Background: an optimization exercise with open tools, aiming at small area. Do not read the settings as production practice. Only simulation tests tie the RTL to the original design; equivalence was not proved. No activity file was given, so power comes from the tool's default toggle rates.

==> flow/design.v (outline; a module is shown in full before it is edited, if it fits) <==
// module decoder: 13 lines
// module hm_nand2: 3 lines
// module hm_nor2: 3 lines
// module hm_xor2: 3 lines
// module hm_xnor2: 3 lines
// module hm_a21oi: 3 lines
// module hm_o21ai: 3 lines
// module hm_inv: 3 lines
// module hm_mux2i: 3 lines
// module hm_a22o: 3 lines
// module hm_a2bb2o: 3 lines
// module ARITHMATIC_UNIT: 38 lines
// module ARITH_ARRAY: 2375 lines
// module Logic_Unit: 20 lines
// module CMP_Unit: 24 lines
// module Shift_Unit: 21 lines
// module ALU_TOP: 23 lines
module ALU_TOP #(parameter width = 16)(
    input [width - 1:0] A,
    input [width - 1:0] B,
    input [3:0] ALU_FUN,
    input clk,rst,
    output  [width - 1:0] Arith_OUT,
    output  Carry_OUT,
    output  Arith_Flag,
    output  [width - 1:0] Logic_OUT,
    output  Logic_Flag,
    output  [width - 1:0] CMP_OUT,
    output  CMP_Flag,
    output  [width - 1:0] Shift_OUT,
    output  Shift_Flag
    );
  // ...
==> flow/flow/run.sh <==
#!/bin/bash
# Own layout flow: the standard flow (standard.sh) with two changes:
#  - synthesis uses flow/my_synth.tcl, which is synth_recipe.tcl plus one step that
#    maps the hm_* gate modules of ARITH_ARRAY onto the matching sky130 cells
#    (flow/hm_map.v) before Yosys's synth, so ABC keeps the array's carry chains;
#  - BUFFER_PORTS_ARGS (if set below) picks the port buffer cell.
# Each tool's full output goes to the ORFS logs under orfs/logs/, and the make
# output to flow_make.log in this folder.
set -euo pipefail
HERE=$(pwd)
export HM_MAP=$HERE/flow/hm_map.v
sed "s#SYNTH_SCRIPT=[^ ]*#SYNTH_SCRIPT=$HERE/flow/my_synth.tcl#" standard.sh > my_standard.sh
grep -q "SYNTH_SCRIPT=$HERE/flow/my_synth.tcl" my_standard.sh
ARGS=()
if [ -f flow/buffer_ports_args ]; then ARGS+=("BUFFER_PORTS_ARGS=$(cat flow/buffer_ports_args)"); fi
bash my_standard.sh "${ARGS[@]}" finish > flow_make.log 2>&1
==> flow/flow/buffer_ports_args <==
-buffer_cell sky130_fd_sc_hd__buf_1
==> flow/flow/hm_map.v <==
module hm_nand2 (A, B, Y);
  input A, B;
  output Y;
  sky130_fd_sc_hd__nand2_1 _TECHMAP_REPLACE_ (.A(A), .B(B), .Y(Y));
endmodule

module hm_nor2 (A, B, Y);
  input A, B;
  output Y;
  sky130_fd_sc_hd__nor2_1 _TECHMAP_REPLACE_ (.A(A), .B(B), .Y(Y));
endmodule

module hm_xor2 (A, B, X);
  input A, B;
  output X;
  sky130_fd_sc_hd__xor2_1 _TECHMAP_REPLACE_ (.A(A), .B(B), .X(X));
endmodule

module hm_xnor2 (A, B, Y);
  input A, B;
  output Y;
  sky130_fd_sc_hd__xnor2_1 _TECHMAP_REPLACE_ (.A(A), .B(B), .Y(Y));
endmodule

module hm_a21oi (A1, A2, B1, Y);
  input A1, A2, B1;
  output Y;
  sky130_fd_sc_hd__a21oi_1 _TECHMAP_REPLACE_ (.A1(A1), .A2(A2), .B1(B1), .Y(Y));
endmodule

module hm_o21ai (A1, A2, B1, Y);
  input A1, A2, B1;
  output Y;
  sky130_fd_sc_hd__o21ai_1 _TECHMAP_REPLACE_ (.A1(A1), .A2(A2), .B1(B1), .Y(Y));
endmodule

module hm_inv (A, Y);
  input A;
  output Y;
  sky130_fd_sc_hd__inv_1 _TECHMAP_REPLACE_ (.A(A), .Y(Y));
endmodule

module hm_mux2i (A0, A1, S, Y);
  input A0, A1, S;
  output Y;
  sky130_fd_sc_hd__mux2i_1 _TECHMAP_REPLACE_ (.A0(A0), .A1(A1), .S(S), .Y(Y));
endmodule

module hm_a22o (A1, A2, B1, B2, X);
  input A1, A2, B1, B2;
  output X;
  sky130_fd_sc_hd__a22o_1 _TECHMAP_REPLACE_ (.A1(A1), .A2(A2), .B1(B1), .B2(B2), .X(X));
endmodule

module hm_a2bb2o (A1_N, A2_N, B1, B2, X);
  input A1_N, A2_N, B1, B2;
  output X;
  sky130_fd_sc_hd__a2bb2o_1 _TECHMAP_REPLACE_ (.A1_N(A1_N), .A2_N(A2_N), .B1(B1), .B2(B2), .X(X));
endmodule
==> flow/flow/my_synth.tcl <==
# Standard synthesis (synth_recipe.tcl) with one extra step: before Yosys's synth
# command, the small gate modules hm_* of ARITH_ARRAY are replaced by the
# matching sky130 cells (flow/hm_map.v), so that ABC keeps the array's structure.
set ::hm_done 0
proc synth {args} {
  if {!$::hm_done} {
    set ::hm_done 1
    yosys techmap -map $::env(HM_MAP)
  }
  yosys synth -nofsm -noshare {*}$args
}
source $::env(SCRIPTS_DIR)/synth.tcl
# left out here: clear keep_hierarchy, flatten, clean up, hide names made inside functions, write 1_2_yosys.v
==> flow/standard.sh <==
#!/bin/bash
# synth_recipe.tcl (not shown) runs the flow's synth.tcl, then flattens the netlist and writes it again
# the make line also repeats each setting of config.mk as NAME=value (left out here)
make -C /OpenROAD-flow-scripts/flow DESIGN_CONFIG=/design/flow/config.mk WORK_HOME=/design/flow/orfs CLKGATE_MAP_FILE= SYNTH_SCRIPT=/design/flow/synth_recipe.tcl "${@:-finish}"
==> flow/config.mk <==
export PLATFORM = sky130hd
export DESIGN_NAME = ALU_TOP
export DESIGN_NICKNAME = ALU_TOP
export VERILOG_FILES = /design/flow/design.v
export SDC_FILE = /design/flow/constraint.sdc
export NUM_CORES = 4
export LEC_CHECK = 0
export CAP_MARGIN = 20
export CORE_MARGIN = 2
export CORE_UTILIZATION = 55
export CTS_BUF_LIST = sky130_fd_sc_hd__clkbuf_4 sky130_fd_sc_hd__clkbuf_8
export PLACE_DENSITY = 0.85
export SETUP_SLACK_MARGIN = -0.5
export SLEW_MARGIN = 20
==> flow/constraint.sdc <==
create_clock -name core_clock -period 33.0 [get_ports {clk}]
set_input_delay 6.6000 -clock core_clock [delete_from_list [all_inputs] [get_ports {clk}]]
set_output_delay 6.6000 -clock core_clock [all_outputs]
set_load 0.01 [all_outputs]
==> results.yml, run 1 <==
power_and_ir_drop:
  leakage_nw: 5.10
  maxPowerGroup: "combinational cells"
  ir_worst_vdd_mv: 0.0571
  pwr.group.clock_uw: 42.8
cts:
  htreeDepth: 2
  clock_tree.buffer_depth: 2
layout:
  layout.clock_buffers: 6
  largest_class: "multi-input gates"
  layout.nets: 1695
  final_core_util_pct: 64.8
  final_layout_size_suffix_gt1_share_pct: 11.0
  fillerInstances: 1445
  inverters: 94
  layout.non_clock_buffers: 175
floorplanning:
  floorplan.rows: 48
  floorplan.io_pins: 107
  floorplan.die.height_um: 136
  die_width_um: 136
route:
  detail_route_antenna_nets: 0
  routed_wirelength_mm: 33.4
  average_vias_per_placed_instance: 5.91
  drt_initial_violations: 1512
outcome:
  run_status: "no timing/DRC/antenna violations"
worst_setup_path:
  cp_max_fo: 12
  data_required_time_of_the_worst_path_ps: 33230
  crit_buf_inv: 7
logic_synthesis:
  yosys_most_used_dff: "sky130_fd_sc_hd__dfrtp_1"
  synth.mux.area_fraction_pct: 4.68
  synth_simple_gate_area_share_pct: 28.6
place:
  detailedPlacementHpwl_mm: 24.6
sta:
  fin_tns_setup_ps: 0
==> module ARITHMATIC_UNIT, before the edit <==
module ARITHMATIC_UNIT #(parameter width = 16)(
    input [width - 1:0] A,
    input [width - 1:0] B,
    input [3:0] ALU_FUN,
    input clk,rst,
    input Arith_Enable,
    output reg [width - 1:0] Arith_OUT,
    output reg Carry_OUT,
    output reg Arith_Flag,
    output A_lt_B,
    output A_eq_B
    );
    wire div = ALU_FUN[1] & ALU_FUN[0];
    wire mul = ALU_FUN[1] & ~ALU_FUN[0];
    wire as0 = ~ALU_FUN[1] | ALU_FUN[3];
    wire mul0 = mul & ~ALU_FUN[3];
    wire sub = ALU_FUN[0] | ALU_FUN[3];
    wire [15:0] AD;    
    wire [16:0] P;
    wire ena_div = Arith_Enable & div;
    wire ena_nd = Arith_Enable & ~div;
    ARITH_ARRAY arr (.A(A), .B(B), .div(div), .mul(mul), .as0(as0), .mul0(mul0), .sub(sub),
                     .ena_div(ena_div), .ena_div_n(~ena_div), .ena_nd(ena_nd), .AD(AD), .P(P));
    assign A_lt_B = P[16];
    assign A_eq_B = ~|P[15:0];
    always@(posedge clk or negedge rst) begin
        if (!rst) begin
            Arith_OUT <= 0;
            Arith_Flag <= 0;
            Carry_OUT <= 0;
        end
        else begin
            Arith_Flag <= Arith_Enable;
            Arith_OUT <= AD;
            Carry_OUT <= ena_nd & P[16];
        end
    end
endmodule
==> inputs of run 2 (changes only) <==
--- a/flow/design.v
+++ b/flow/design.v
@@ -34,16 +34,19 @@
   assign Y = ~A;
 endmodule
 module hm_mux2i (input A0, A1, S, output Y);
   assign Y = ~(S ? A1 : A0);
 endmodule
 module hm_a22o (input A1, A2, B1, B2, output X);
   assign X = (A1 & A2) | (B1 & B2);
 endmodule
+module hm_nor2b (input A, B_N, output Y);
+  assign Y = ~A & B_N;
+endmodule
 module hm_a2bb2o (input A1_N, A2_N, B1, B2, output X);
   assign X = (~A1_N & ~A2_N) | (B1 & B2);
 endmodule
 `timescale 1ns / 1ps
 module ARITHMATIC_UNIT #(parameter width = 16)(
     input [width - 1:0] A,
     input [width - 1:0] B,
     input [3:0] ALU_FUN,
@@ -60,36 +63,35 @@
     wire as0 = ~ALU_FUN[1] | ALU_FUN[3];
     wire mul0 = mul & ~ALU_FUN[3];
     wire sub = ALU_FUN[0] | ALU_FUN[3];
     wire [15:0] AD;    
     wire [16:0] P;
     wire ena_div = Arith_Enable & div;
     wire ena_nd = Arith_Enable & ~div;
     ARITH_ARRAY arr (.A(A), .B(B), .div(div), .mul(mul), .as0(as0), .mul0(mul0), .sub(sub),
-                     .ena_div(ena_div), .ena_div_n(~ena_div), .ena_nd(ena_nd), .AD(AD), .P(P));
-    assign A_lt_B = P[16];
-    assign A_eq_B = ~|P[15:0];
+                     .ena_div(ena_div), .ena_div_n(~ena_div), .ena_nd(ena_nd), .AD(AD), .P(P),
+                     .eqo(A_eq_B), .lto(A_lt_B));
     always@(posedge clk or negedge rst) begin
         if (!rst) begin
             Arith_OUT <= 0;
             Arith_Flag <= 0;
             Carry_OUT <= 0;
         end
         else begin
             Arith_Flag <= Arith_Enable;
             Arith_OUT <= AD;
             Carry_OUT <= ena_nd & P[16];
         end
     end
 endmodule
 module ARITH_ARRAY (
     input [15:0] A, input [15:0] B, input div, input mul, input as0, input mul0, input sub,
     input ena_div, input ena_div_n, input ena_nd,
-    output [15:0] AD, output [16:0] P);
+    output [15:0] AD, output [16:0] P, output eqo, output lto);
   wire muln = ~mul;
   wire v0 = div & ~B[0];
   wire [15:0] An = ~A;
   wire x0_0 = A[0] & ~mul0;
   wire y0_0 = mul0 ? (A[0] & B[0]) : (B[0] ^ sub);
   wire y0n_0 = ~y0_0;
   wire y0_1 = mul0 ? (A[1] & B[0]) : (B[1] ^ sub);
   wire y0n_1 = ~y0_1;
@@ -1283,16 +1285,31 @@
   wire r0_G13;
   wire r0_P13;
   wire r0_c15;
   wire r0_ci13;
   wire r0_c14;
   wire r0_g15;
   wire r0_p15;
   wire r0_c16;
+  wire h0_1;
+  wire h0_2;
+  wire h0_3;
+  wire h0_4;
+  wire h0_5;
+  wire h0_6;
+  wire h0_7;
+  wire h0_8;
+  wire h0_9;
+  wire h0_10;
+  wire h0_11;
+  wire h0_12;
+  wire h0_13;
+  wire h0_14;
+  wire h0_15;
   wire r0_t1;
   wire r0_R1;
   wire r0_t2;
   wire r0_R2;
   wire r0_t3;
   wire r0_R3;
   wire r0_t4;
   wire r0_R4;
@@ -2400,64 +2417,81 @@
   hm_o21ai u1048 (.A1(r0_p14), .A2(r0_g13), .B1(r0_g14), .Y(r0_G13));
   hm_nor2 u1049 (.A(r0_p13), .B(r0_p14), .Y(r0_P13));
   hm_a21oi u1050 (.A1(r0_P13), .A2(r0_c13), .B1(r0_G13), .Y(r0_c15));
   hm_inv u1051 (.A(r0_c13), .Y(r0_ci13));
   hm_o21ai u1052 (.A1(r0_p13), .A2(r0_ci13), .B1(r0_g13), .Y(r0_c14));
   hm_nand2 u1053 (.A(r0_x15), .B(y0_15), .Y(r0_g15));
   hm_nor2 u1054 (.A(r0_x15), .B(y0_15), .Y(r0_p15));
   hm_o21ai u1055 (.A1(r0_p15), .A2(r0_c15), .B1(r0_g15), .Y(r0_c16));
+  hm_nor2b u1056 (.A(r0_p1), .B_N(r0_g1), .Y(h0_1));
+  hm_nor2b u1057 (.A(r0_p2), .B_N(r0_g2), .Y(h0_2));
+  hm_nor2b u1058 (.A(r0_g3), .B_N(r0_p3), .Y(h0_3));
+  hm_nor2b u1059 (.A(r0_g4), .B_N(r0_p4), .Y(h0_4));
+  hm_nor2b u1060 (.A(r0_p5), .B_N(r0_g5), .Y(h0_5));
+  hm_nor2b u1061 (.A(r0_p6), .B_N(r0_g6), .Y(h0_6));
+  hm_nor2b u1062 (.A(r0_g7), .B_N(r0_p7), .Y(h0_7));
+  hm_nor2b u1063 (.A(r0_g8), .B_N(r0_p8), .Y(h0_8));
+  hm_nor2b u1064 (.A(r0_p9), .B_N(r0_g9), .Y(h0_9));
+  hm_nor2b u1065 (.A(r0_p10), .B_N(r0_g10), .Y(h0_10));
+  hm_nor2b u1066 (.A(r0_g11), .B_N(r0_p11), .Y(h0_11));
+  hm_nor2b u1067 (.A(r0_g12), .B_N(r0_p12), .Y(h0_12));
+  hm_nor2b u1068 (.A(r0_p13), .B_N(r0_g13), .Y(h0_13));
+  hm_nor2b u1069 (.A(r0_p14), .B_N(r0_g14), .Y(h0_14));
+  hm_nor2b u1070 (.A(r0_p15), .B_N(r0_g15), .Y(h0_15));
   wire r0_R0 = x0_0 ^ y0_0 ^ sub;
-  hm_xor2 u1056 (.A(y0_1), .B(r0_c1), .X(r0_t1));
-  hm_xor2 u1057 (.A(r0_x1), .B(r0_t1), .X(r0_R1));
-  hm_xor2 u1058 (.A(y0_2), .B(r0_c2), .X(r0_t2));
-  hm_xor2 u1059 (.A(r0_x2), .B(r0_t2), .X(r0_R2));
-  hm_xor2 u1060 (.A(y0n_3), .B(r0_c3), .X(r0_t3));
-  hm_xnor2 u1061 (.A(r0_x3), .B(r0_t3), .Y(r0_R3));
-  hm_xor2 u1062 (.A(y0n_4), .B(r0_c4), .X(r0_t4));
-  hm_xnor2 u1063 (.A(r0_x4), .B(r0_t4), .Y(r0_R4));
-  hm_xor2 u1064 (.A(y0_5), .B(r0_c5), .X(r0_t5));
-  hm_xor2 u1065 (.A(r0_x5), .B(r0_t5), .X(r0_R5));
-  hm_xor2 u1066 (.A(y0_6), .B(r0_c6), .X(r0_t6));
-  hm_xor2 u1067 (.A(r0_x6), .B(r0_t6), .X(r0_R6));
-  hm_xor2 u1068 (.A(y0n_7), .B(r0_c7), .X(r0_t7));
-  hm_xnor2 u1069 (.A(r0_x7), .B(r0_t7), .Y(r0_R7));
-  hm_xor2 u1070 (.A(y0n_8), .B(r0_c8), .X(r0_t8));
-  hm_xnor2 u1071 (.A(r0_x8), .B(r0_t8), .Y(r0_R8));
-  hm_xor2 u1072 (.A(y0_9), .B(r0_c9), .X(r0_t9));
-  hm_xor2 u1073 (.A(r0_x9), .B(r0_t9), .X(r0_R9));
-  hm_xor2 u1074 (.A(y0_10), .B(r0_c10), .X(r0_t10));
-  hm_xor2 u1075 (.A(r0_x10), .B(r0_t10), .X(r0_R10));
-  hm_xor2 u1076 (.A(y0n_11), .B(r0_c11), .X(r0_t11));
-  hm_xnor2 u1077 (.A(r0_x11), .B(r0_t11), .Y(r0_R11));
-  hm_xor2 u1078 (.A(y0n_12), .B(r0_c12), .X(r0_t12));
-  hm_xnor2 u1079 (.A(r0_x12), .B(r0_t12), .Y(r0_R12));
-  hm_xor2 u1080 (.A(y0_13), .B(r0_c13), .X(r0_t13));
-  hm_xor2 u1081 (.A(r0_x13), .B(r0_t13), .X(r0_R13));
-  hm_xor2 u1082 (.A(y0_14), .B(r0_c14), .X(r0_t14));
-  hm_xor2 u1083 (.A(r0_x14), .B(r0_t14), .X(r0_R14));
-  hm_xnor2 u1084 (.A(y0_15), .B(r0_c15), .Y(r0_t15));
-  hm_xor2 u1085 (.A(r0_x15), .B(r0_t15), .X(r0_R15));
+  hm_xor2 u1071 (.A(y0_1), .B(r0_c1), .X(r0_t1));
+  hm_xor2 u1072 (.A(r0_x1), .B(r0_t1), .X(r0_R1));
+  hm_xor2 u1073 (.A(y0_2), .B(r0_c2), .X(r0_t2));
+  hm_xor2 u1074 (.A(r0_x2), .B(r0_t2), .X(r0_R2));
+  hm_xor2 u1075 (.A(y0n_3), .B(r0_c3), .X(r0_t3));
+  hm_xnor2 u1076 (.A(r0_x3), .B(r0_t3), .Y(r0_R3));
+  hm_xor2 u1077 (.A(y0n_4), .B(r0_c4), .X(r0_t4));
+  hm_xnor2 u1078 (.A(r0_x4), .B(r0_t4), .Y(r0_R4));
+  hm_xor2 u1079 (.A(y0_5), .B(r0_c5), .X(r0_t5));
+  hm_xor2 u1080 (.A(r0_x5), .B(r0_t5), .X(r0_R5));
+  hm_xor2 u1081 (.A(y0_6), .B(r0_c6), .X(r0_t6));
+  hm_xor2 u1082 (.A(r0_x6), .B(r0_t6), .X(r0_R6));
+  hm_xor2 u1083 (.A(y0n_7), .B(r0_c7), .X(r0_t7));
+  hm_xnor2 u1084 (.A(r0_x7), .B(r0_t7), .Y(r0_R7));
+  hm_xor2 u1085 (.A(y0n_8), .B(r0_c8), .X(r0_t8));
+  hm_xnor2 u1086 (.A(r0_x8), .B(r0_t8), .Y(r0_R8));
+  hm_xor2 u1087 (.A(y0_9), .B(r0_c9), .X(r0_t9));
+  hm_xor2 u1088 (.A(r0_x9), .B(r0_t9), .X(r0_R9));
+  hm_xor2 u1089 (.A(y0_10), .B(r0_c10), .X(r0_t10));
+  hm_xor2 u1090 (.A(r0_x10), .B(r0_t10), .X(r0_R10));
+  hm_xor2 u1091 (.A(y0n_11), .B(r0_c11), .X(r0_t11));
+  hm_xnor2 u1092 (.A(r0_x11), .B(r0_t11), .Y(r0_R11));
+  hm_xor2 u1093 (.A(y0n_12), .B(r0_c12), .X(r0_t12));
+  hm_xnor2 u1094 (.A(r0_x12), .B(r0_t12), .Y(r0_R12));
+  hm_xor2 u1095 (.A(y0_13), .B(r0_c13), .X(r0_t13));
+  hm_xor2 u1096 (.A(r0_x13), .B(r0_t13), .X(r0_R13));
+  hm_xor2 u1097 (.A(y0_14), .B(r0_c14), .X(r0_t14));
+  hm_xor2 u1098 (.A(r0_x14), .B(r0_t14), .X(r0_R14));
+  hm_xnor2 u1099 (.A(y0_15), .B(r0_c15), .Y(r0_t15));
+  hm_xor2 u1100 (.A(r0_x15), .B(r0_t15), .X(r0_R15));
   wire r0_R16 = (as0 ? sub : r1_R15) ^ r0_c16;
-  hm_a22o u1086 (.A1(ena_div), .A2(r0_c16), .B1(ena_nd), .B2(r0_R0), .X(ad_0));
-  hm_a22o u1087 (.A1(ena_div), .A2(r1_sel), .B1(ena_nd), .B2(r0_R1), .X(ad_1));
-  hm_a22o u1088 (.A1(ena_div), .A2(r2_sel), .B1(ena_nd), .B2(r0_R2), .X(ad_2));
-  hm_a2bb2o u1089 (.A1_N(r3_seln), .A2_N(ena_div_n), .B1(ena_nd), .B2(r0_R3), .X(ad_3));
-  hm_a2bb2o u1090 (.A1_N(r4_seln), .A2_N(ena_div_n), .B1(ena_nd), .B2(r0_R4), .X(ad_4));
-  hm_a22o u1091 (.A1(ena_div), .A2(r5_sel), .B1(ena_nd), .B2(r0_R5), .X(ad_5));
-  hm_a22o u1092 (.A1(ena_div), .A2(r6_sel), .B1(ena_nd), .B2(r0_R6), .X(ad_6));
-  hm_a2bb2o u1093 (.A1_N(r7_seln), .A2_N(ena_div_n), .B1(ena_nd), .B2(r0_R7), .X(ad_7));
-  hm_a2bb2o u1094 (.A1_N(r8_seln), .A2_N(ena_div_n), .B1(ena_nd), .B2(r0_R8), .X(ad_8));
-  hm_a22o u1095 (.A1(ena_div), .A2(r9_sel), .B1(ena_nd), .B2(r0_R9), .X(ad_9));
-  hm_a22o u1096 (.A1(ena_div), .A2(r10_sel), .B1(ena_nd), .B2(r0_R10), .X(ad_10));
-  hm_a2bb2o u1097 (.A1_N(r11_seln), .A2_N(ena_div_n), .B1(ena_nd), .B2(r0_R11), .X(ad_11));
-  hm_a22o u1098 (.A1(ena_div), .A2(r12_sel), .B1(ena_nd), .B2(r0_R12), .X(ad_12));
-  hm_a2bb2o u1099 (.A1_N(r13_seln), .A2_N(ena_div_n), .B1(ena_nd), .B2(r0_R13), .X(ad_13));
-  hm_a22o u1100 (.A1(ena_div), .A2(r14_sel), .B1(ena_nd), .B2(r0_R14), .X(ad_14));
-  hm_a2bb2o u1101 (.A1_N(r15_seln), .A2_N(ena_div_n), .B1(ena_nd), .B2(r0_R15), .X(ad_15));
+  hm_a22o u1101 (.A1(ena_div), .A2(r0_c16), .B1(ena_nd), .B2(r0_R0), .X(ad_0));
+  hm_a22o u1102 (.A1(ena_div), .A2(r1_sel), .B1(ena_nd), .B2(r0_R1), .X(ad_1));
+  hm_a22o u1103 (.A1(ena_div), .A2(r2_sel), .B1(ena_nd), .B2(r0_R2), .X(ad_2));
+  hm_a2bb2o u1104 (.A1_N(r3_seln), .A2_N(ena_div_n), .B1(ena_nd), .B2(r0_R3), .X(ad_3));
+  hm_a2bb2o u1105 (.A1_N(r4_seln), .A2_N(ena_div_n), .B1(ena_nd), .B2(r0_R4), .X(ad_4));
+  hm_a22o u1106 (.A1(ena_div), .A2(r5_sel), .B1(ena_nd), .B2(r0_R5), .X(ad_5));
+  hm_a22o u1107 (.A1(ena_div), .A2(r6_sel), .B1(ena_nd), .B2(r0_R6), .X(ad_6));
+  hm_a2bb2o u1108 (.A1_N(r7_seln), .A2_N(ena_div_n), .B1(ena_nd), .B2(r0_R7), .X(ad_7));
+  hm_a2bb2o u1109 (.A1_N(r8_seln), .A2_N(ena_div_n), .B1(ena_nd), .B2(r0_R8), .X(ad_8));
+  hm_a22o u1110 (.A1(ena_div), .A2(r9_sel), .B1(ena_nd), .B2(r0_R9), .X(ad_9));
+  hm_a22o u1111 (.A1(ena_div), .A2(r10_sel), .B1(ena_nd), .B2(r0_R10), .X(ad_10));
+  hm_a2bb2o u1112 (.A1_N(r11_seln), .A2_N(ena_div_n), .B1(ena_nd), .B2(r0_R11), .X(ad_11));
+  hm_a22o u1113 (.A1(ena_div), .A2(r12_sel), .B1(ena_nd), .B2(r0_R12), .X(ad_12));
+  hm_a2bb2o u1114 (.A1_N(r13_seln), .A2_N(ena_div_n), .B1(ena_nd), .B2(r0_R13), .X(ad_13));
+  hm_a22o u1115 (.A1(ena_div), .A2(r14_sel), .B1(ena_nd), .B2(r0_R14), .X(ad_14));
+  hm_a2bb2o u1116 (.A1_N(r15_seln), .A2_N(ena_div_n), .B1(ena_nd), .B2(r0_R15), .X(ad_15));
+  assign eqo = (x0_0 ^ y0_0) & h0_1 & h0_2 & h0_3 & h0_4 & h0_5 & h0_6 & h0_7 & h0_8 & h0_9 & h0_10 & h0_11 & h0_12 & h0_13 & h0_14 & h0_15;
+  assign lto = ~r0_c16;
   assign AD = {ad_15, ad_14, ad_13, ad_12, ad_11, ad_10, ad_9, ad_8, ad_7, ad_6, ad_5, ad_4, ad_3, ad_2, ad_1, ad_0};
   assign P = {r0_R16, r0_R15, r0_R14, r0_R13, r0_R12, r0_R11, r0_R10, r0_R9, r0_R8, r0_R7, r0_R6, r0_R5, r0_R4, r0_R3, r0_R2, r0_R1, r0_R0};
 endmodule
 `timescale 1ns / 1ps
 module Logic_Unit #(parameter width = 16)(
     input [width - 1:0] A,
     input [width - 1:0] B,
     input [1:0] ALU_FUN,
--- a/flow/flow/hm_map.v
+++ b/flow/flow/hm_map.v
@@ -47,13 +47,19 @@
 endmodule
 
 module hm_a22o (A1, A2, B1, B2, X);
   input A1, A2, B1, B2;
   output X;
   sky130_fd_sc_hd__a22o_1 _TECHMAP_REPLACE_ (.A1(A1), .A2(A2), .B1(B1), .B2(B2), .X(X));
 endmodule
 
+module hm_nor2b (A, B_N, Y);
+  input A, B_N;
+  output Y;
+  sky130_fd_sc_hd__nor2b_1 _TECHMAP_REPLACE_ (.A(A), .B_N(B_N), .Y(Y));
+endmodule
+
 module hm_a2bb2o (A1_N, A2_N, B1, B2, X);
   input A1_N, A2_N, B1, B2;
   output X;
   sky130_fd_sc_hd__a2bb2o_1 _TECHMAP_REPLACE_ (.A1_N(A1_N), .A2_N(A2_N), .B1(B1), .B2(B2), .X(X));
 endmodule
==> flow/config.mk (replaced) <==
export PLATFORM = sky130hd
export DESIGN_NAME = ALU_TOP
export DESIGN_NICKNAME = ALU_TOP
export VERILOG_FILES = /design/flow/design.v
export SDC_FILE = /design/flow/constraint.sdc
export NUM_CORES = 4
export LEC_CHECK = 0
export CAP_MARGIN = 20
export CORE_MARGIN = 2
export CORE_UTILIZATION = 40
export PLACE_DENSITY = 0.75
export SETUP_SLACK_MARGIN = -0.5
export SLEW_MARGIN = 20
==> run 2 against run 1 <==
Worst hold slack gained 41 ps. Die area grew 38%. Synthesized area grew 1.4%. Non-clock buffer count is the same. Flip-flop and latch count is the same. Count of clock-buffer cells in the layout shrank 1. Worst setup slack gained 220 ps. Routed wire length shrank 3.0%. Global-route usage shrank 10 points. Design area grew 2.0%. Clock power grew 29%. Critical endpoint is now d1.Carry_OUT. Largest cell class unchanged. Largest power group unchanged.
==> results.yml, run 2 <==
floorplanning:
  initial_utilization_pct: 41.0
  floorplan.io_pins: 107
  design.core.area_um2: 23600
  floorplan.die.height_um: 160
  die_width_um: 160
  overall_die_area_um2: 25500
  floorplan.rows: 56
worst_setup_path:
  cp_num_cells: 150
  cp_max_fo: 14
  crit_buf_inv: 7
  cp_slowest_cell: "sky130_fd_sc_hd__xnor2_1"
  crit_arrival_ps: 31500
  critical_path_class: "input pin to flop"
  critPathMostFrequentCell: "sky130_fd_sc_hd__o21ai_1"
  critPathTopFamily: "compound AO/OA/AOI/OAI gates"
  data_required_time_of_the_worst_path_ps: 33190
  critPathLaunchType: "input pin"
  critical_path.endpoint_type: "flop"
  crit_path_max_incr_delay_ps: 320
logic_synthesis:
  cells_after_synthesis: 1529
  synth.mux.area_fraction_pct: 4.53
  synth_xor_xnor_area_share_pct: 27.2
  synthDistinctLibCells: 47
  synth-async-reset-ratio_pct: 100
  post-synth-top-area-fraction_pct: 14.2
  register_bit_total_from_synthesis: 55
  synth-edff-count: 0
  yosys_warnings: 5
  largest_family_of_logic_cells_by_synthesized_area: "simple AND/OR/NAND/NOR gates"
  yosys_most_used_dff: "sky130_fd_sc_hd__dfrtp_1"
  seq_total_area_yosys_pct: 14.2
  synth_compound_area_share_pct: 16.1
  adder_cell_fraction_of_synth_area_pct: 1.99
  netlist_area_um2: 9680
  synth_simple_gate_area_share_pct: 29.1
  yosys.area.top_type: "sky130_fd_sc_hd__dfrtp_1"
  synth_most_common_cell: "sky130_fd_sc_hd__nand2_1"
  synthTopCellsByArea: "sky130_fd_sc_hd__dfrtp_1, sky130_fd_sc_hd__xor2_1, sky130_fd_sc_hd__xnor2_1"
  post_synth.cell_area_avg_um2: 6.33
  ys_top_cells_by_count: "sky130_fd_sc_hd__nand2_1, sky130_fd_sc_hd__nor2_1, sky130_fd_sc_hd__xor2_1, sky130_fd_sc_hd__xnor2_1, sky130_fd_sc_hd__a21oi_1"
sta:
  fin_tns_setup_ps: 0
  period_share_pct: 94.9
  worst-slew-pin-transition_ps: 894
  hold_violations: 0
  timing_max_transition_violations_final: 0
  highest_clock_rate_mhz: 31.9
  final.setup.worst_slack_ps: 1700
  timing.final.crit_period_ps: 31300
  finalSetupViolCount: 0
  slew_headroom_pct: 40.3
place:
  placed_cells: 1981
  portBuffers: 92
  detailedPlacementHpwl_mm: 24.3
  finalWeightedCongestion: 0.989
  dp_worst_setup_slack_ps: -785
route:
  drt_drc_violations_left: 0
  average_vias_per_placed_instance: 5.40
  routed_wirelength_mm: 32.4
  drt_initial_violations: 1127
  routed-via-count: 10800
  detail_route_antenna_nets: 0
  routedWlPerCell_um: 16.2
  drt-pass1-iter-count: 6
layout:
  antenna_cells: 0
  finish.cell_count_without_fillers: 1995
  mostFrequentLayoutCell: "sky130_fd_sc_hd__nand2_1"
  most-common-layout-cells: "sky130_fd_sc_hd__nand2_1, sky130_fd_sc_hd__nor2_1, sky130_fd_sc_hd__xor2_1, sky130_fd_sc_hd__xnor2_1, sky130_fd_sc_hd__a21oi_1"
  reg_top3: "d1.Arith_OUT: 16 flops, d2.Logic_OUT: 16 flops, d4.Shift_OUT: 16 flops"
  final_layout_size_suffix_gt1_share_pct: 10.3
  area_delta_synth_final_pct: 16.8
  layout.nets: 1715
cts:
  clock_tree.buffer_depth: 2
  clock_tree.root_cell: "sky130_fd_sc_hd__clkbuf_16"
  cts.sink_count: 55
  htreeDepth: 2
  tritoncts: "built"
  tritoncts.num_buffers: 5
  cts.clk_slew.worst_paths_ps: 80
global_route:
  grt_first_pass_wirelength_mm: 50.1
  antenna_found_initial: 0
  track_usage_pct: 24.2
  largest_net_degree_at_the_start_of_global_routing: 59
  via_count_of_the_first_global_routing_pass: 9870
  globalRoute.totalOverflow: 0
power_and_ir_drop:
  leakage_nw: 5.18
  power-per-cell-area_nw_per_um2: 65.5
  ir_worst_vdd_mv: 0.0432
outcome:
  run_status: "no timing/DRC/antenna violations"
job:
  max_cap_violations: 0
hold_path:
  worstHoldPathType: "input pin to async pin"
run 2: cell types whose count changed in the layout (fill, tap and decap cells not counted), moves of 3 or more:
cell and change:
sky130_fd_sc_hd__o21ai_1 +5, sky130_fd_sc_hd__nor2b_1 +15, sky130_fd_sc_hd__xor2_2 -4, sky130_fd_sc_hd__clkbuf_16 +5, sky130_fd_sc_hd__nor4_1 -5, sky130_fd_sc_hd__xor2_1 +4
sky130_fd_sc_hd__clkbuf_8 -6, sky130_fd_sc_hd__o21ai_2 -5, sky130_fd_sc_hd__nand4_1 +3
run 2: final timing paths:
kind                       startpoint               to
worst max-delay path             B[9]     d1.Carry_OUT
worst min-delay path              rst  d1.Arith_OUT[1]
max in group asynchronous         rst  d4.Shift_OUT[8]
min in group core_clock    ALU_FUN[2]      d3.CMP_Flag
run 2: repair_timing:
item                       CTS  global route
pin swaps                    0             2
hold buffers                 0             0
setup endpoints to repair    4            19
gates resized for setup      1            61
setup buffers                0             6
run 2: logic make-up (layout without fill, tap and decap cells):
kind of cell               Yosys count  count (layout)
and+or+nand+nor                    697             697
xor gates and xnor gates           301             301
AOI/OAI and AO/OA                  282             282
buffers and inverters              145             279
DFF                                 55              55
muxes                               30              30
adders and majority gates           18              18
other                                1              14
run 2: power breakdown:
group          total, mW  switching [mW]  leakage [nW]  internal [mW]
registers         0.0762         0.00208         0.740         0.0741
clock network     0.0551          0.0266        0.0742         0.0285
logic              0.609           0.370          4.37          0.240
run 2: layer usage:
metal,up-vias,track usage (%),wire [um]
li1,5182,-,-
met1,4906,30.4,12900
met2,554,40.1,14500
met3,125,2.84,2970
met4,0,13.5,1990
met5,-,0,0
run 2: layout make-up:
type                       count  area (um^2)
clock inverter                 3         22.5
timing repair buffer         175          985
sequential                    55         1380
clock buffer                   5          125
inverter                      96          360
tap                          319          399
multi-input combinational   1342         8040
fill                        2318        12300
run 2: stage by stage:
step | power, mW | util, % | hold WS [ps] | area [um^2]
3_3_place_gp | 0.642 | 45.6 | 6760 | 10800
4_1_cts | 0.706 | 46.2 | 6450 | 10900
5_1_grt | 0.793 | 47.9 | 6500 | 11300
2_1_floorplan | 0.513 | - | 6300 | 9730
6_report | 0.741 | 47.9 | 6430 | 11300
3_5_place_dp | 0.647 | 45.6 | 6770 | 10800
==> inputs of run 3 (changes only) <==
--- a/flow/config.mk
+++ b/flow/config.mk
@@ -8,6 +8,7 @@
 export CAP_MARGIN = 20
 export CORE_MARGIN = 2
 export CORE_UTILIZATION = 40
+export CTS_BUF_LIST = sky130_fd_sc_hd__clkbuf_4 sky130_fd_sc_hd__clkbuf_8
 export PLACE_DENSITY = 0.75
 export SETUP_SLACK_MARGIN = -0.5
 export SLEW_MARGIN = 20
==> run 3 against run 2 <==
Still clean. Synthesized cell count unchanged. Synthesized area unchanged. Sequential share of layout area up 0.061 points. Largest cell class unchanged. Highest routed layer unchanged.
==> results.yml, run 3 <==
place:
  placement.cell_area_um2: 10800
  dp_worst_setup_slack_ps: -785
  portBuffers: 92
  detailedPlacementHpwl_mm: 24.3
  finalWeightedCongestion: 0.989
route:
  drt_drc_violations_left: 0
  detail_route_antenna_nets: 0
  routedWlPerCell_um: 16.2
  routed_wirelength_mm: 32.2
  drt_initial_violations: 1114
  drt-pass1-iter-count: 6
  average_vias_per_placed_instance: 5.39
  routed-via-count: 10800
cts:
  tritoncts.num_buffers: 5
  clock_tree.buffer_depth: 2
  tritoncts: "built"
  clock_tree.root_cell: "sky130_fd_sc_hd__clkbuf_8"
  htreeDepth: 2
  cts.clk_slew.worst_paths_ps: 110
  cts.sink_count: 55
global_route:
  via_count_of_the_first_global_routing_pass: 9902
  grt_first_pass_wirelength_mm: 50.0
  antenna_found_initial: 0
  track_usage_pct: 24.1
  globalRoute.totalOverflow: 0
  largest_net_degree_at_the_start_of_global_routing: 59
floorplanning:
  floorplan.rows: 56
  overall_die_area_um2: 25500
  floorplan.io_pins: 107
  die_width_um: 160
  initial_utilization_pct: 41.0
  floorplan.die.height_um: 160
  design.core.area_um2: 23600
sta:
  highest_clock_rate_mhz: 32.0
  worst-slew-pin-transition_ps: 908
  hold_violations: 0
  timing_max_transition_violations_final: 0
  finalSetupViolCount: 0
  final.setup.worst_slack_ps: 1720
  slew_headroom_pct: 39.4
  period_share_pct: 94.8
  worst_hold_slack_ps: 6400
  timing.final.crit_period_ps: 31280
logic_synthesis:
  synth_most_common_cell: "sky130_fd_sc_hd__nand2_1"
  ys_top_cells_by_count: "sky130_fd_sc_hd__nand2_1, sky130_fd_sc_hd__nor2_1, sky130_fd_sc_hd__xor2_1, sky130_fd_sc_hd__xnor2_1, sky130_fd_sc_hd__a21oi_1"
  yosys_most_used_dff: "sky130_fd_sc_hd__dfrtp_1"
  yosys_warnings: 5
  synthTopCellsByArea: "sky130_fd_sc_hd__dfrtp_1, sky130_fd_sc_hd__xor2_1, sky130_fd_sc_hd__xnor2_1"
  synth-async-reset-ratio_pct: 100
  netlist_area_um2: 9680
  synth-edff-count: 0
  cells_after_synthesis: 1529
  synthDistinctLibCells: 47
  yosys.area.top_type: "sky130_fd_sc_hd__dfrtp_1"
  post-synth-top-area-fraction_pct: 14.2
  post_synth.cell_area_avg_um2: 6.33
  seq_total_area_yosys_pct: 14.2
  register_bit_total_from_synthesis: 55
worst_setup_path:
  cp_slowest_cell: "sky130_fd_sc_hd__a21oi_1"
  cp_max_fo: 14
  critical_path_class: "input pin to flop"
  crit_path_max_incr_delay_ps: 310
  critPathTopFamily: "compound AO/OA/AOI/OAI gates"
  crit_buf_inv: 9
  critical_path.endpoint_type: "flop"
  critPathLaunchType: "input pin"
  data_required_time_of_the_worst_path_ps: 33220
  crit_arrival_ps: 31500
power_and_ir_drop:
  ir_worst_vdd_mv: 0.0428
  leakage_nw: 5.16
  power-per-cell-area_nw_per_um2: 64.4
layout:
  postLayoutCellArea_um2: 11300
  area_delta_synth_final_pct: 16.2
  mostFrequentLayoutCell: "sky130_fd_sc_hd__nand2_1"
  antenna_cells: 0
  reg_top3: "d1.Arith_OUT: 16 flops, d2.Logic_OUT: 16 flops, d4.Shift_OUT: 16 flops"
  layout.nets: 1715
  most-common-layout-cells: "sky130_fd_sc_hd__nand2_1, sky130_fd_sc_hd__nor2_1, sky130_fd_sc_hd__xor2_1, sky130_fd_sc_hd__xnor2_1, sky130_fd_sc_hd__a21oi_1"
  final_layout_size_suffix_gt1_share_pct: 10.3
hold_path:
  worstHoldPathType: "input pin to async pin"
outcome:
  run_status: "no timing/DRC/antenna violations"
job:
  max_cap_violations: 0
run 3: cell counts after synthesis:
No cell type changed its count.
run 3: final timing paths:
| kind | start | to | slack [ps] | cells past startpoint |
|---|---|---|---|---|
| worst max-delay path | A[15] | d1.Carry_OUT | 1720 | 149 |
| max in group asynchronous | rst | d4.Shift_OUT[8] | 26150 | 2 |
| min in group core_clock | ALU_FUN[2] | d1.Arith_Flag | 6690 | 2 |
| worst min-delay path | rst | d3.cmp[0] | 6400 | 2 |
run 3: stage by stage:
step	power, mW	utilization (%)	setup TNS (ps)	cells
floorplan	0.513	-	0	1542
detailed placement	0.647	45.6	-5400	1981
global route	0.778	47.7	-6750	1995
CTS	0.690	46.0	-1370	1989
global placement	0.642	45.6	0	1981
finish	0.725	47.7	0	1995
run 3: layout make-up:
| cell class | count | area, um^2 |
|---|---|---|
| inverters | 96 | 360 |
| clock inverters | 3 | 22.5 |
| repair buffers | 175 | 985 |
| well taps | 319 | 399 |
| multi-input cells | 1342 | 8040 |
| fillers | 2333 | 12400 |
| clock buffers | 5 | 68.8 |
| flip-flops and latches | 55 | 1380 |
run 3: power by group:
group,internal [mW],switching [mW],total (mW)
clock,0.0153,0.0249,0.0402
sequential,0.0741,0.00208,0.0762
combinational,0.240,0.368,0.608
total,0.329,0.395,0.725
run 3: logic make-up (layout without fill, tap and decap cells):
| family | Yosys count | after routing | synth area share (%) |
|---|---|---|---|
| AND/OR/NAND/NOR | 697 | 697 | 29.1 |
| XOR/XNOR | 301 | 301 | 27.2 |
| AO/OA/AOI/OAI | 282 | 282 | 16.1 |
| buffers and inverters | 145 | 279 | 6.80 |
| flip-flops | 55 | 55 | 14.2 |
| multiplexers | 30 | 30 | 4.53 |
| adder cells (fa/ha/maj) | 18 | 18 | 1.99 |
| other | 1 | 14 | 0.0387 |
run 3: routing by layer:
metal  global-route usage [%]  share of wire, %
met4                     12.9               5.3
met3                     2.74               9.5
met2                     40.3                46
met5                        0                 0
met1                     30.4                39
run 3: what timing repair did:
action,in CTS,in global routing
endpoints found under the setup margin,4,19
buffers inserted,0,6
resized for setup,1,61
hold buffers,0,0
pin swaps,0,2
gates cloned,0,0

port drivers added, routing unchanged:
The results above use ideal ports. As a check the final layouts listed here were re-extracted and re-timed, cells and wires unchanged. Step 1 sets driving cells, clkbuf_16 on the clock port and buf_2 on the other inputs (assumed; they add their load-dependent delay and slew). Step 2 times the ports against the registers' clock, not the clock port: input delays grow and output delays shrink by t, the midpoint of the rising clock arrivals with the driver on. Slacks: ideal / step 1 / step 2; pairs: ideal / step 1.
| run | shift t [ns] | setup WS [ns] | worst slew at a driven data input, ns |
|---|---|---|---|
| run 1 | 0.358 | 1.482 / 1.483 / 1.124 | 0.04 |
| run 2 | 0.340 | 1.698 / 1.706 / 1.366 | 0.06 |
| run 3 | 0.355 | 1.723 / 1.730 / 1.375 | 0.06 |
After both steps setup and hold are still met in every run listed. For run 1, which loses most, drivers alone change the setup slack by +0.001 ns; drivers and shift together by -0.358 ns.
